Context: an optimization exercise on an open-source flow, tuned for small area. The choices shown serve that exercise and are no tape-out recipe.
In this exercise RTL edits were held to simulation tests only and were not proved equivalent to the original.
Power and IR drop assume default switching activity.

## design/flow/run.sh

```bash
#!/bin/bash
# synth_recipe.tcl (not shown) runs the flow's synth.tcl, then flattens the netlist and writes it again
# the make line also repeats each setting of config.mk as NAME=value (left out here)
make -C /OpenROAD-flow-scripts/flow DESIGN_CONFIG=/design/flow/config.mk WORK_HOME=/design/flow/orfs CLKGATE_MAP_FILE= SYNTH_SCRIPT=/design/flow/synth_recipe.tcl finish
```

## design/flow/config.mk

```make
export PLATFORM = sky130hd
export DESIGN_NAME = xc3s_uart
export DESIGN_NICKNAME = xc3s_uart
export VERILOG_FILES = /design/flow/design.v
export SDC_FILE = /design/flow/constraint.sdc
export NUM_CORES = 4
export LEC_CHECK = 0
export CAP_MARGIN = 20
export CORE_MARGIN = 2
export CORE_UTILIZATION = 40
export SLEW_MARGIN = 20
```

## design/flow/constraint.sdc

```tcl
create_clock -name core_clock -period 20.0 [get_ports {CLK_50M}]
set_input_delay 4.0000 -clock core_clock [delete_from_list [all_inputs] [get_ports {CLK_50M}]]
set_output_delay 4.0000 -clock core_clock [all_outputs]
set_load 0.01 [all_outputs]
```

## design/flow/design.v

```verilog
`resetall
`timescale 1ns / 1ps
`default_nettype none
module uart #(
    parameter integer CLK_FREQ = 100000000,
    parameter integer BAUD_RATE = 115200,
    parameter [4:0] NR_BITS = 8,
    parameter PARITY = "NONE",  
    parameter [1:0] STOP_BITS = 1 )
    (
    input  wire clk,
    input  wire rst_n,  
    output wire [NR_BITS-1:0] uart_rx_d,
    output reg uart_rx_dv,
    output reg parity_ok,
    input  wire [NR_BITS-1:0] uart_tx_d,
    input  wire uart_tx_dv,
    output wire uart_tx_dr,
    input  wire uart_rx,
    output reg  uart_tx
    );
initial begin : parameter_check
    if ( BAUD_RATE < 50 || CLK_FREQ < 200 || ( CLK_FREQ / BAUD_RATE ) < 4 ) begin
        $display( "BAUD_RATE < 50 || CLK_FREQ < 200 || ( CLK_FREQ / BAUD_RATE ) < 4!" );
        $finish;
    end
    if ( NR_BITS < 2 || NR_BITS > 16 ) begin
        $display( "NR_BITS < 2 || NR_BITS > 16!" );
        $finish;
    end
    if (( "NONE" != PARITY ) && ( "EVEN" != PARITY ) && ( "ODD" != PARITY )) begin
        $display( "PARITY not defined!" );
        $finish;
    end
    if ( STOP_BITS < 1 || STOP_BITS > 2 ) begin
        $display( "STOP_BITS < 1 || STOP_BITS > 2!" );
        $finish;
    end
end  
function integer clog2( input [31:0] value );
    reg [31:0] depth;
begin
    clog2 = 1;  
    if ( value > 1 ) begin
        depth = value - 1;
        clog2 = 0;
        while ( depth > 0 ) begin
            depth = depth >> 1;
            clog2 = clog2 + 1;
        end
    end
end
endfunction  
localparam [0:0] START_BITS = 1;
localparam [0:0] PARITY_BITS = ( "NONE" == PARITY ) ? 0 : 1;
localparam [4:0] START_STOP_WIDTH = START_BITS + NR_BITS + PARITY_BITS + STOP_BITS;
localparam [4:0] STSTW = clog2( START_STOP_WIDTH );
localparam integer CLK_DIV_BAUD = (( CLK_FREQ + ( BAUD_RATE / 2 )) / BAUD_RATE );  
localparam CLK_COUNT_WIDTH = clog2( CLK_DIV_BAUD );
localparam CLKW = CLK_COUNT_WIDTH;
localparam [CLKW-1:0] RX_SAMPLE = ( CLK_DIV_BAUD >> 1 ) - 1;
reg [1:0] uart_rx_i;  
reg [CLKW-1:0] rx_clk_count;
reg [STSTW-1:0] rx_bit_count;
reg [NR_BITS-1:0] uart_rx_d_i;
reg [CLKW-1:0] tx_clk_count;
reg [STSTW-1:0] tx_bit_count;
reg [NR_BITS-1:0] uart_tx_d_i;
reg uart_tx_dr_i;
reg tx_d_parity;
assign uart_rx_d = uart_rx_d_i;
always @(posedge clk) begin : process_rx
    uart_rx_i <= {uart_rx_i[0], uart_rx};
    rx_clk_count <= rx_clk_count + 1;
    uart_rx_dv <= 0;
    if ( CLK_DIV_BAUD == rx_clk_count ) begin
        rx_clk_count <= 0;
    end
    if (( 0 == rx_bit_count ) && ( 2'b10 == uart_rx_i )) begin
        rx_clk_count <= 0;
    end else if ( RX_SAMPLE == rx_clk_count ) begin
        if (( 0 == rx_bit_count ) && ( 0 == uart_rx )) begin
            rx_bit_count <= 1;  
        end
        if ( rx_bit_count > 0 ) begin
            rx_bit_count <= rx_bit_count + 1;
            if ( rx_bit_count <= NR_BITS ) begin
                uart_rx_d_i <= {uart_rx, uart_rx_d_i[NR_BITS-1:1]};
            end
            if (( NR_BITS + 1 ) == rx_bit_count ) begin
                uart_rx_dv <= 1;
                if ( "EVEN" == PARITY ) begin  
                    parity_ok <= ( ^uart_rx_d_i == uart_rx );
                end else if ( "ODD" == PARITY ) begin  
                    parity_ok <= ( ^uart_rx_d_i != uart_rx );
                end
                rx_bit_count <= 0;
            end
        end
    end
    if ( !rst_n ) begin
        uart_rx_i <= ~0;
        uart_rx_d_i <= 0;
        uart_rx_dv <= 0;
        rx_clk_count <= 0;
        rx_bit_count <= 0;
        parity_ok <= 0;
    end
end
assign uart_tx_dr = uart_tx_dr_i & ~uart_tx_dv;
always @(posedge clk) begin : process_tx
    tx_clk_count <= tx_clk_count + 1;
    if ( CLK_DIV_BAUD == tx_clk_count ) begin
        tx_clk_count <= 0;
        if ( START_STOP_WIDTH == tx_bit_count ) begin
            tx_bit_count <= 0;
            uart_tx_dr_i <= 1;
        end
    end
    if ( uart_tx_dv && uart_tx_dr_i ) begin
        uart_tx_dr_i <= 0;
        uart_tx_d_i <= uart_tx_d;
        if ( "EVEN" == PARITY ) begin  
            tx_d_parity <= ^uart_tx_d;
        end else if ( "ODD" == PARITY ) begin  
            tx_d_parity <= ~( ^uart_tx_d );
        end
        tx_clk_count <= 0;
        tx_bit_count <= 0;
        uart_tx <= 1;
    end
    if ( !uart_tx_dr_i ) begin
        if ( 0 == tx_clk_count ) begin
            tx_bit_count <= tx_bit_count + 1;
            uart_tx <= 1;
            if ( 0 == tx_bit_count ) begin
                uart_tx <= 0;  
            end else if ( tx_bit_count <= NR_BITS ) begin
                uart_tx <= uart_tx_d_i[0];
                uart_tx_d_i <= uart_tx_d_i >> 1;
            end
            if (( NR_BITS + 1 ) == tx_bit_count ) begin
                if ( "NONE" != PARITY ) begin  
                    uart_tx <= tx_d_parity;
                end
            end
        end
    end
    if ( !rst_n ) begin
        uart_tx <= 1;
        uart_tx_d_i <= 0;
        uart_tx_dr_i <= 1;
        tx_clk_count <= 0;
        tx_bit_count <= 0;
        tx_d_parity <= 0;
    end
end
endmodule  
`resetall
`timescale 1ns / 1ps
`default_nettype none
module uart_io #(
    parameter PROMPT = "FDK>",  
    parameter [4:0] NR_BITS = 8,
    parameter [0:0] SKIP_SPACE = 0,  
    parameter RX_FIFO = 8 )
    (
    input  wire clk,
    input  wire rst_n,  
    output reg  [NR_BITS-1:0] uart_io_rx_d,
    output reg  uart_io_rx_dv,
    input  wire uart_io_rx_dr,
    output reg  parity_io_ok,
    output wire rx_fifo_nz,  
    input  wire [NR_BITS-1:0] uart_io_tx_d,
    input  wire uart_io_tx_dv,
    output wire uart_io_tx_dr,
    input  wire [NR_BITS-1:0] uart_rx_d,
    input  wire uart_rx_dv,
    input  wire parity_ok,
    output reg  [NR_BITS-1:0] uart_tx_d,
    output reg  uart_tx_dv,
    input  wire uart_tx_dr
    );
initial begin : parameter_check
    if ( NR_BITS != 8 ) begin
        $display( "NR_BITS = 8 expected for console interaction!" );
        $finish;
    end
    if ( RX_FIFO < 2 ) begin
        $display( "RX_FIFO < 2!" );
        $finish;
    end
end  
function integer clog2( input [31:0] value );
reg [31:0] depth;
begin
    clog2 = 1;  
    if ( value > 1 ) begin
        depth = value - 1;
        clog2 = 0;
        while ( depth > 0 ) begin
            depth = depth >> 1;
            clog2 = clog2 + 1;
        end
    end
end
endfunction  
function integer strlen( input [( 10 * 8 )-1:0] prompt );
begin
    strlen = 0;
    while (( prompt >> ( strlen * 8 )) != 0 ) begin
        strlen = strlen + 1;
    end
end
endfunction  
localparam [7:0] BS = 8'h08;
localparam [7:0] CR = 8'h0D;
localparam [7:0] LF = 8'h0A;
localparam [7:0] XON = 8'h11;
localparam [7:0] XOFF = 8'h13;
localparam [7:0] SPACE = 8'h20;
localparam PROMPT_SIZE = strlen( PROMPT );
localparam TX_PROMPT_SIZE = strlen( PROMPT ) + 1;  
localparam RXFW = clog2( RX_FIFO );
localparam TXCW = clog2(( RX_FIFO > TX_PROMPT_SIZE ) ? RX_FIFO : TX_PROMPT_SIZE );
reg [7:0] fifo [0:RX_FIFO-1];
reg [RXFW:0] rx_count;  
reg rx_enable;
reg [TXCW:0] tx_count;  
reg tx_prompt;
reg tx_bs;
reg tx_space;
reg tx_xon;
assign rx_fifo_nz = |rx_count;
assign uart_io_tx_dr = uart_tx_dr & tx_xon & ~( tx_prompt | tx_space | tx_bs );
reg [7:0] prompt [0:TX_PROMPT_SIZE-1];
reg [TXCW:0] i;
initial begin : init_prompt
    prompt[0] = LF;
    for ( i = 1; i < TX_PROMPT_SIZE; i = i + 1 ) begin
        prompt[i] = ( PROMPT >> (( PROMPT_SIZE - i ) * 8 ));
    end
end  
always @(posedge clk) begin : uart_handler
    uart_io_rx_dv <= 0;
    uart_tx_dv <= 0;
    if ( uart_rx_dv ) begin
        uart_tx_d <= uart_rx_d;  
        if ( |uart_rx_d[7:5] ) begin  
            if ( !( SKIP_SPACE && ( SPACE[4:0] == uart_rx_d[4:0] ))) begin
                if ( rx_count < RX_FIFO ) begin
                    fifo[rx_count] <= uart_rx_d;
                    rx_count <= rx_count + 1;
                end
            end
            uart_tx_dv <= 1;
        end
        if ( BS == uart_rx_d ) begin
            if ( rx_fifo_nz ) begin
                rx_count <= rx_count - 1;
                uart_tx_dv <= 1;
                tx_space <= 1;
            end
        end
        if ( CR == uart_rx_d ) begin
            rx_enable <= 1;
            tx_prompt <= 1;  
            tx_count <= 0;
            uart_tx_dv <= 1;
        end
        if ( XON == uart_rx_d ) begin
            tx_xon <= 1;
        end
        if ( XOFF == uart_rx_d ) begin
            tx_xon <= 0;
        end
        parity_io_ok <= rx_fifo_nz ? ( parity_io_ok & parity_ok ) : parity_ok;
    end else if ( uart_io_rx_dr ) begin
        if ( rx_fifo_nz ) begin
            if ( rx_enable ) begin
                uart_io_rx_d <= fifo[0];
                uart_io_rx_dv <= 1;
                for ( i = 0; i < ( RX_FIFO - 1 ); i = i + 1 ) begin
                    fifo[i] <= fifo[i+1];
                end
                rx_count <= rx_count - 1;
            end
        end else begin
            rx_enable <= 0;  
        end
    end
    if ( uart_tx_dr ) begin
        if ( tx_prompt ) begin
            uart_tx_d <= prompt[tx_count];
            uart_tx_dv <= 1;
            if (( TX_PROMPT_SIZE - 1 ) == tx_count ) begin
                tx_prompt <= 0;  
            end else begin
                tx_count <= tx_count + 1;
            end
        end
        if ( tx_space ) begin
            tx_space <= 0;
            tx_bs <= 1;
            uart_tx_d <= SPACE;
            uart_tx_dv <= 1;
        end
        if ( tx_bs ) begin
            tx_bs <= 0;
            uart_tx_d <= BS;
            uart_tx_dv <= 1;
        end
        if ( uart_io_tx_dr && uart_io_tx_dv ) begin
            uart_tx_d <= uart_io_tx_d;
            uart_tx_dv <= 1;
            if ( CR == uart_io_tx_d ) begin
                tx_prompt <= 1;  
                tx_count <= 0;
            end
        end
    end
    if ( !rst_n ) begin
        uart_io_rx_d <= 0;
        uart_io_rx_dv <= 0;
        parity_io_ok <= 0;
        uart_tx_d <= 0;
        uart_tx_dv <= 0;
        rx_count <= 0;
        rx_enable <= 0;
        tx_count <= 0;
        tx_prompt <= 0;
        tx_bs <= 0;
        tx_space <= 0;
        tx_xon <= 1;
    end
end
endmodule  
`resetall
`timescale 1ns / 1ps
`default_nettype none
module xc3s_uart(
    input  wire CLK_50M,  
    input  wire ARST,  
    input wire UART_RX,  
    output wire UART_TX,  
    input wire UART_RX_A,  
    output wire UART_TX_A,  
    input wire [2:0] BTN,
    input wire [7:0] SWT,
    output wire [7:0] LED,
    output wire [3:0] SSG_AN_n,  
    output wire [6:0] SSG_n,  
    output wire SSG_DP_n  
    );
function integer clog2( input [31:0] value );
    reg [31:0] depth;
begin
    clog2 = 1;  
    if ( value > 1 ) begin
        depth = value - 1;
        clog2 = 0;
        while ( depth > 0 ) begin
            depth = depth >> 1;
            clog2 = clog2 + 1;
        end
    end
end
endfunction  
localparam RSTW = 4;  
localparam NR_BITS = 8;
localparam RX_FIFO = 8;
wire clk;
wire rst_n;
reg [RSTW-1:0] rst_delay;
wire [7:0] uart1_rx_d;
wire uart1_rx_dv;
wire parity1_ok;
wire [7:0] uart1_tx_d;
wire uart1_tx_dv;
wire uart1_tx_dr;
uart #(
    .CLK_FREQ(50000000),
    .BAUD_RATE(115200),
    .NR_BITS(NR_BITS),
    .PARITY("NONE"),
    .STOP_BITS(1))
uart1(
    .clk(clk),
    .rst_n(rst_n),
    .uart_rx_d(uart1_rx_d),
    .uart_rx_dv(uart1_rx_dv),
    .parity_ok(parity1_ok),
    .uart_tx_d(uart1_tx_d),
    .uart_tx_dv(uart1_tx_dv),
    .uart_tx_dr(uart1_tx_dr),
    .uart_rx(UART_RX),
    .uart_tx(UART_TX)
    );
wire [7:0] uart2_rx_d;
wire uart2_rx_dv;
wire parity2_ok;
uart #(
    .CLK_FREQ(50000000),
    .BAUD_RATE(115200),
    .NR_BITS(NR_BITS),
    .PARITY("NONE"),
    .STOP_BITS(1))
uart2(
    .clk(clk),
    .rst_n(rst_n),
    .uart_rx_d(uart2_rx_d),
    .uart_rx_dv(uart2_rx_dv),
    .parity_ok(parity2_ok),
    .uart_tx_d(uart1_rx_d),
    .uart_tx_dv(uart1_rx_dv),
    .uart_tx_dr(),
    .uart_rx(UART_RX_A),
    .uart_tx(UART_TX_A)
    );
wire [7:0] uart_io_rx_d;
wire uart_io_rx_dv;
reg uart_io_rx_dr;
wire parity_io_ok;
wire rx_fifo_nz;
reg [7:0] uart_io_tx_d;
reg uart_io_tx_dv;
wire uart_io_tx_dr;
uart_io #(
    .PROMPT("XC3S>"),
    .NR_BITS(NR_BITS),
    .SKIP_SPACE(0),
    .RX_FIFO(RX_FIFO))
console (
    .clk(clk),
    .rst_n(rst_n),
    .uart_io_rx_d(uart_io_rx_d),
    .uart_io_rx_dv(uart_io_rx_dv),
    .uart_io_rx_dr(uart_io_rx_dr),
    .parity_io_ok(parity_io_ok),
    .rx_fifo_nz(rx_fifo_nz),
    .uart_io_tx_d(uart_io_tx_d),
    .uart_io_tx_dv(uart_io_tx_dv),
    .uart_io_tx_dr(uart_io_tx_dr),
    .uart_rx_d(uart1_rx_d),
    .uart_rx_dv(uart1_rx_dv),
    .parity_ok(parity1_ok),
    .uart_tx_d(uart1_tx_d),
    .uart_tx_dv(uart1_tx_dv),
    .uart_tx_dr(uart1_tx_dr)
    );
assign clk = CLK_50M;
assign rst_n = &rst_delay;
always @(posedge clk) begin : synchronized_reset
    rst_delay <= {rst_delay[RSTW-2:0], 1'b1};
    if ( ARST ) begin
        rst_delay <= 0;
    end
end  
localparam CCW = 13;
reg [CCW-1:0] clk_count;
always @(posedge clk) begin : clk_counter
    clk_count <= clk_count + 1;
    if ( !rst_n ) begin
        clk_count <= 0;
    end
end  
reg [6:0] ssg_disp[0:15];
initial begin : init_seven_segment
    ssg_disp[0]  = 7'b1000000;  
    ssg_disp[1]  = 7'b1111001;  
    ssg_disp[2]  = 7'b0100100;  
    ssg_disp[3]  = 7'b0110000;  
    ssg_disp[4]  = 7'b0011001;  
    ssg_disp[5]  = 7'b0010010;  
    ssg_disp[6]  = 7'b0000010;  
    ssg_disp[7]  = 7'b1111000;  
    ssg_disp[8]  = 7'b0000000;  
    ssg_disp[9]  = 7'b0010000;  
    ssg_disp[10] = 7'b0001000;  
    ssg_disp[11] = 7'b0000011;  
    ssg_disp[12] = 7'b1000110;  
    ssg_disp[13] = 7'b0100001;  
    ssg_disp[14] = 7'b0000110;  
    ssg_disp[15] = 7'b0001110;  
end  
reg [3:0] ssg_on;  
wire [1:0] ssg_an_sel;
assign ssg_an_sel = clk_count[CCW-1:CCW-2];
wire ssg_an_on;
assign ssg_an_on = ssg_on[ssg_an_sel];
assign SSG_AN_n[0] = ssg_an_on | ~( ssg_an_sel == 2'd0 );
assign SSG_AN_n[1] = ssg_an_on | ~( ssg_an_sel == 2'd1 );
assign SSG_AN_n[2] = ssg_an_on | ~( ssg_an_sel == 2'd2 );
assign SSG_AN_n[3] = ssg_an_on | ~( ssg_an_sel == 2'd3 );
reg [3:0] ssg_dp;  
assign SSG_DP_n = ssg_dp[ssg_an_sel];
reg [3:0] ssg_digit[0:3];
wire [3:0] ssg_digit_sel;
assign ssg_digit_sel = ssg_digit[ssg_an_sel];
assign SSG_n = ssg_dp[ssg_an_sel] ? ssg_disp[ssg_digit_sel] : 7'h7F;
assign LED[0] = uart2_rx_d[0] | ~rst_n;
assign LED[3:1] = uart2_rx_d[3:1];
assign LED[4] = uart2_rx_d[4] | BTN[0];
assign LED[5] = uart2_rx_d[5] | BTN[1];
assign LED[6] = uart2_rx_d[6] | BTN[2];
assign LED[7] = uart2_rx_d[7] | ARST;
localparam RXFW = clog2( RX_FIFO );
reg [RXFW:0] u_rx_count;  
reg [7:0] u_rxd;
reg [7:0] u_rxd_cmd;
reg [15:0] u_rxd_param;
reg [15:0] u_txd;
reg [2:0] u_tx_count;
reg u_rx_end;
reg u_tx_enable;
wire u_rxd_0_9;
assign u_rxd_0_9 = (( uart_io_rx_d >= "0" ) && ( uart_io_rx_d <= "9" ));
wire u_rxd_a_f;
assign u_rxd_a_f = (( uart_io_rx_d >= "a" ) && ( uart_io_rx_d <= "f" ));
wire u_rxd_A_F;
assign u_rxd_A_F = (( uart_io_rx_d >= "A" ) && ( uart_io_rx_d <= "F" ));
wire u_txd_0_9;
assign u_txd_0_9 = ( u_txd[15:12] < 4'hA );
always @(*) begin : atoi_uart_rxd
    u_rxd = 0;
    if ( u_rxd_0_9 ) begin
        u_rxd = uart_io_rx_d - "0";
    end
    if ( u_rxd_a_f ) begin
        u_rxd = uart_io_rx_d - "a" + 8'h0A;
    end
    if ( u_rxd_A_F ) begin
        u_rxd = uart_io_rx_d - "A" + 8'h0A;
    end
end  
localparam [7:0] CR = 8'h0D;
always @(posedge clk) begin : uart_cmd
    u_rx_end <= 0;
    if ( uart_io_rx_dv && uart_io_rx_dr ) begin
        ssg_dp <= {1'b0, ssg_dp[3:1]};
        if ( u_rxd_0_9 || u_rxd_a_f || u_rxd_A_F ) begin
            ssg_on <= {1'b0, ssg_on[3:1]};
            ssg_dp <= {1'b1, ssg_dp[3:1]};
            if ( 0 == u_rx_count ) begin
                u_rxd_cmd[7:4] <= u_rxd[3:0];  
            end
            if ( 1 == u_rx_count ) begin
                u_rxd_cmd[3:0] <= u_rxd[3:0];  
            end
            if ( 2 == u_rx_count ) begin
                u_rxd_param[15:12] <= u_rxd[3:0];  
            end
            if ( 3 == u_rx_count ) begin
                u_rxd_param[11:8] <= u_rxd[3:0];  
            end
            if ( 4 == u_rx_count ) begin
                u_rxd_param[7:4] <= u_rxd[3:0];  
            end
            if ( 5 == u_rx_count ) begin
                u_rxd_param[3:0] <= u_rxd[3:0];  
            end
            u_rx_count <= u_rx_count + 1;
        end
        u_rx_end <= ~rx_fifo_nz;
        ssg_digit[0] <= ssg_digit[1];
        ssg_digit[1] <= ssg_digit[2];
        ssg_digit[2] <= ssg_digit[3];
        ssg_digit[3] <= u_rxd[3:0];
    end
    if ( u_rx_end ) begin
        case ( u_rxd_cmd[7:4] )
        4'h0 : begin
            if ( 1 == u_rx_count ) begin
                u_txd <= {SWT, uart1_rx_d};
                u_tx_enable <= 1;
            end
            if ( 5 == u_rx_count ) begin
                ssg_on <= 4'b1111;  
                u_txd <= u_rxd_param;
                u_tx_enable <= 1;
            end
        end
        endcase
        u_rx_count <= 0;
        u_tx_count <= 0;
    end
    uart_io_tx_dv <= 0;
    if ( u_tx_enable ) begin
        if ( uart_io_tx_dr && !uart_io_tx_dv ) begin
            uart_io_tx_d <= {4'h0, u_txd[15:12]} + ( u_txd_0_9 ? "0" : ( "A" - 8'h0A ));
            uart_io_tx_dv <= 1;
            if ( 4 == u_tx_count ) begin
                uart_io_tx_d <= CR;
                u_tx_enable <= 0;
            end else begin
                u_tx_count <= u_tx_count + 1;
            end
            u_txd <= {u_txd[11:0], 4'h0};
        end
    end
    if ( !rst_n ) begin
        ssg_on <= 4'b1111;
        ssg_dp <= 4'b1111;
        ssg_digit[0] <= 0;
        ssg_digit[1] <= 0;
        ssg_digit[2] <= 0;
        ssg_digit[3] <= 0;
        u_rx_count <= 0;
        u_rxd_cmd <= 0;
        u_rxd_param <= 0;
        u_txd <= 0;
        u_tx_count <= 0;
        u_rx_end <= 0;
        uart_io_tx_d <= 0;
        uart_io_tx_dv <= 0;
        uart_io_rx_dr <= 1;
        u_tx_enable <= 0;
    end
end  
endmodule  
```

==> run summary <==
- First-pass GRT wire length: 43990 um
- Crit Path Class: in -> out
- Vias in the first global route: 8747
- Sequential-to-total area share from yosys stat: 0.4865
- Max Slew Vio Count: 0
- Design area: 0.01510 mm^2
- Avg Inst Size Synth: 9.706 um^2
- Commonest non-fill, non-tap cell in the layout: dfxtp_1
- Comb pwr share: 0.005
- Post-Synth Adder-Cell Area: 0.04281
- Unique masters post-synth: 75
- Final Setup Violations: 0
- GRT Resource Usage Total: 0.1542
- Total I/O pin count: 37
- Drt via density: 5.090
- Seq pwr share: 0.477
- Commonest non-fill, non-tap cells in the layout: dfxtp_1 (225), nor2_1 (165), nand2_1 (128)
- Starting Density: 0.4060
- CTS buffer count: 35
- Core Area: 0.03254 mm^2
- Htree depth: 2
- Main synth FF type: dfxtp_1
- Least-Margin Pin Slew: 1012 ps
- Fin crit share: 0.4645
- Main combinational cell family by area after synthesis: simple AND/OR/NAND/NOR gates
- WHS Endpoint: uart1.uart_rx_i[1]
- Fin. Hold Viols: 0
- Yosys reg bits: 289
- Setup Skew: 16.41 ps
- RSZ-0062 raised after global routing: no
- Minimum clock period: 9290 ps
- DPL Wire Length: 17340 um
- Clock latency (worst-skew pair): 520 ps
- Max-cap violation count: 0
- Maximum VDD drop: 0.05507 mV
- Cell Count, Final, Fillers Out: 1841
- Pin count of the biggest net entering global routing: 67
- Area of placed instances: 0.01388 mm^2
- Final Core Density: 0.4642
- Switch Pwr: 0.2484 mW
- Worst EP arrival: 5290 ps
- Remaining antenna violation count after routing: 0
- Die area: 0.03450 mm^2
- Area Growth Syn to Fin: 14.33%
- Die width: 185.7 um
- Area of the multi-input gates: 0.006240 mm^2
- Clock-pin slew on the worst setup and hold paths: 50 ps
- Post-Synth XOR/XNOR Area: 0.03182
- Yosys top cell by area: dfxtp_1
- Worst hold stages: 2
- Layout cells sized above 1: 0.08149
- WL/cell: 14.33 um
- Initial antenna violation count: 0
- Post-synthesis mux area share: 0.07653
- Reg2Reg Depth: 7
- Mapped Cells: 1361
- Setup repair bufs after CTS: 0
- CP dominant cell by count: clkdlybuf4s50_1
- Routability cong.: 0.8100
- Longest Clk Path Bufs: 3
- Area contributors post-synth: dfxtp_1 (34%), edfxtp_1 (15%), mux2i_1 (6.3%)
- Placed cell count: 1776
- Cell Int Power: 0.9971 mW
- Leakage dissipation: 5.468 nW
- Worst endpoint required time: 16000 ps
- Status: finished clean
- Synth Area in Simple Gates: 0.1895
- EDFF count, synth: 64
- Vias: 9371
- Final net count: 1431
- Crit start category: input pin
- # diodes: 0
- Asr flop ratio synth: 0
- Hold Startpoint: uart1.uart_rx_i[0]
- Final wirelength: 26390 um
- Slowest CP cell: clkdlybuf4s50_1
- Post-CTS sizing: 0
- HP Class: reg -> reg
- TritonCTS Sinks: 289
- YS warnings: 4
- Clk network pwr share: 0.518
- Net Sw Frac: 0.1994
- Pwr Density: 82.47 mW/mm^2
- Tot Pwr: 1.246 mW
- Fillers: 3110
- Sequential Area: 0.006426 mm^2
- Slew HR: 0.3247
- Initial DRC count: 623
- Worst r2r src: uart1.uart_tx_dr_i
- Crit path cell chain: clkdlybuf4s50_1 > or2_2 > clkdlybuf4s50_1
- Crit-path max cell delay: 500 ps
- Cts hold-fix bufs: 0
- Fmax achieved: 107.6 MHz
- Slack of the worst reg-to-reg path: 17430 ps
- Synth top area share: 0.3410
- Post-Syn Area: 0.01321 mm^2
- # port buffers: 36
- Overflow after GRT: 0
- Residual DRC: 0
- Worst-path fanout max: 5
- Crit. End Element: output port
- Post-synthesis net count: 1419
- Compound-Gate Fraction of Synth Area: 0.1311
- Die Span Y: 185.7 um
- Clk root buf: clkbuf_16
- Rows: 66
- CTS tree: done
- Drt pass-1 iters: 5
- Setup TNS: 0 ps
-- per-layer routing --
layer  wire length [um]  GRT usage  part of all wire  up-vias
li1                   -          -                 -     4813
met1              13270     0.2180              0.50     4397
met2              11710     0.2443              0.44      125
met3                938    0.02583             0.036       36
met4                460    0.04000             0.017        0
met5                  0          0                 0        -
-- cell families (layout without fill, tap and decap cells) --
kind of cell / count (synthesis) / count (layout)
AO/OA/AOI/OAI: 243 / 243
XOR/XNOR: 48 / 48
adder cells (fa/ha/maj): 45 / 45
buffers and inverters: 130 / 168
flip-flops: 289 / 289
multiplexers: 94 / 94
AND/OR/NAND/NOR: 512 / 512
-- Yosys cell counts (all sizes together), types with 7 or more instances --
master and instances:
xnor2 28, a22oi 7, nand4 17, nor3 31, and2 15, nor2b 16
dfxtp 225, a31oi 7, xor2 20, buf 35, a211oi 9, and3 7
nand2b 17, a21oi 56, inv 53, a311oi 14, nand3 59, o21ai 34
o22ai 7, nor2 165, or3 14, ha 42, edfxtp 64, nand2 128
a21o 58, mux2i 83, clkbuf 42, o211ai 24
-- worst max-delay path, delay by kind of cell --
kind | cells | cell delay [ps]
buffers and inverters | 2 | 980
and+or+nand+nor | 1 | 310
-- through the flow --
step	setup WS (ps)	hold WS [ps]
floorplan	11710	403.7
global placement	10710	411.5
detailed placement	10700	414.4
CTS	10700	427.1
global route	10670	459.8
finish	10710	424.7
-- registers in the layout (all words and copies together) (netlist names), 9 cells and up, named ones only --
| name | flops |
|---|---|
| console.fifo | 64 |
| ssg_digit | 16 |
| u_rxd_param | 16 |
| u_txd | 16 |
| clk_count | 13 |
| uart1.rx_clk_count | 9 |
| uart1.tx_clk_count | 9 |
| uart2.rx_clk_count | 9 |
| uart2.tx_clk_count | 9 |
-- how the worst max path moves through the flow --
stage | end | from | cells after the start | slack [ps]
after floorplan | LED[4] | BTN[0] | 1 | 11710
after global placement | LED[7] | ARST | 3 | 10710
after detailed placement | LED[7] | ARST | 3 | 10700
after CTS | LED[7] | ARST | 3 | 10700
after global routing | LED[7] | ARST | 3 | 10670
final | LED[7] | ARST | 3 | 10710
-- area by class of cell --
class                   count  share of cell area
flip-flops and latches    289              0.4255
inverters                  53             0.01317
clock inverters            15             0.01135
repair buffers             52             0.03231
clock buffers              48             0.06793
multi-input cells         942              0.4131
well taps                 442             0.03662
-- power groups by stage --
| stage | sequential [mW] | combinational, mW | clock (mW) |
|---|---|---|---|
| floorplan | 0.607 | 0.00155 | 0 |
| global placement | 0.607 | 0.00566 | 0 |
| detailed placement | 0.607 | 0.00563 | 0 |
| CTS | 0.594 | 0.00570 | 0.659 |
| global route | 0.594 | 0.00607 | 0.685 |
| finish | 0.594 | 0.00566 | 0.646 |

[what the ideal ports hide]
Ports are ideal in the flow. The routed layout listed here was re-timed in OpenROAD.
Step 1 sets driving cells, clkbuf_16 on the clock port and buf_2 on the other inputs (assumed; they add their load-dependent delay and slew).
Step 2 also shifts input and output timing later by t, the mid clock arrival at the registers, as if the neighbouring blocks saw the same clock.
a / b / c = no drivers / after step 1 / after step 2; a / b = the first two.
t (ns): 0.560
slack for setup (ns): 10.710 / 10.678 / 10.678
worst register clock-pin slew, ns: 0.06 / 0.06
After both steps setup and hold are still met in this run. The setup slack of this run moves by -0.032 ns with the drivers and by -0.032 ns with both steps.
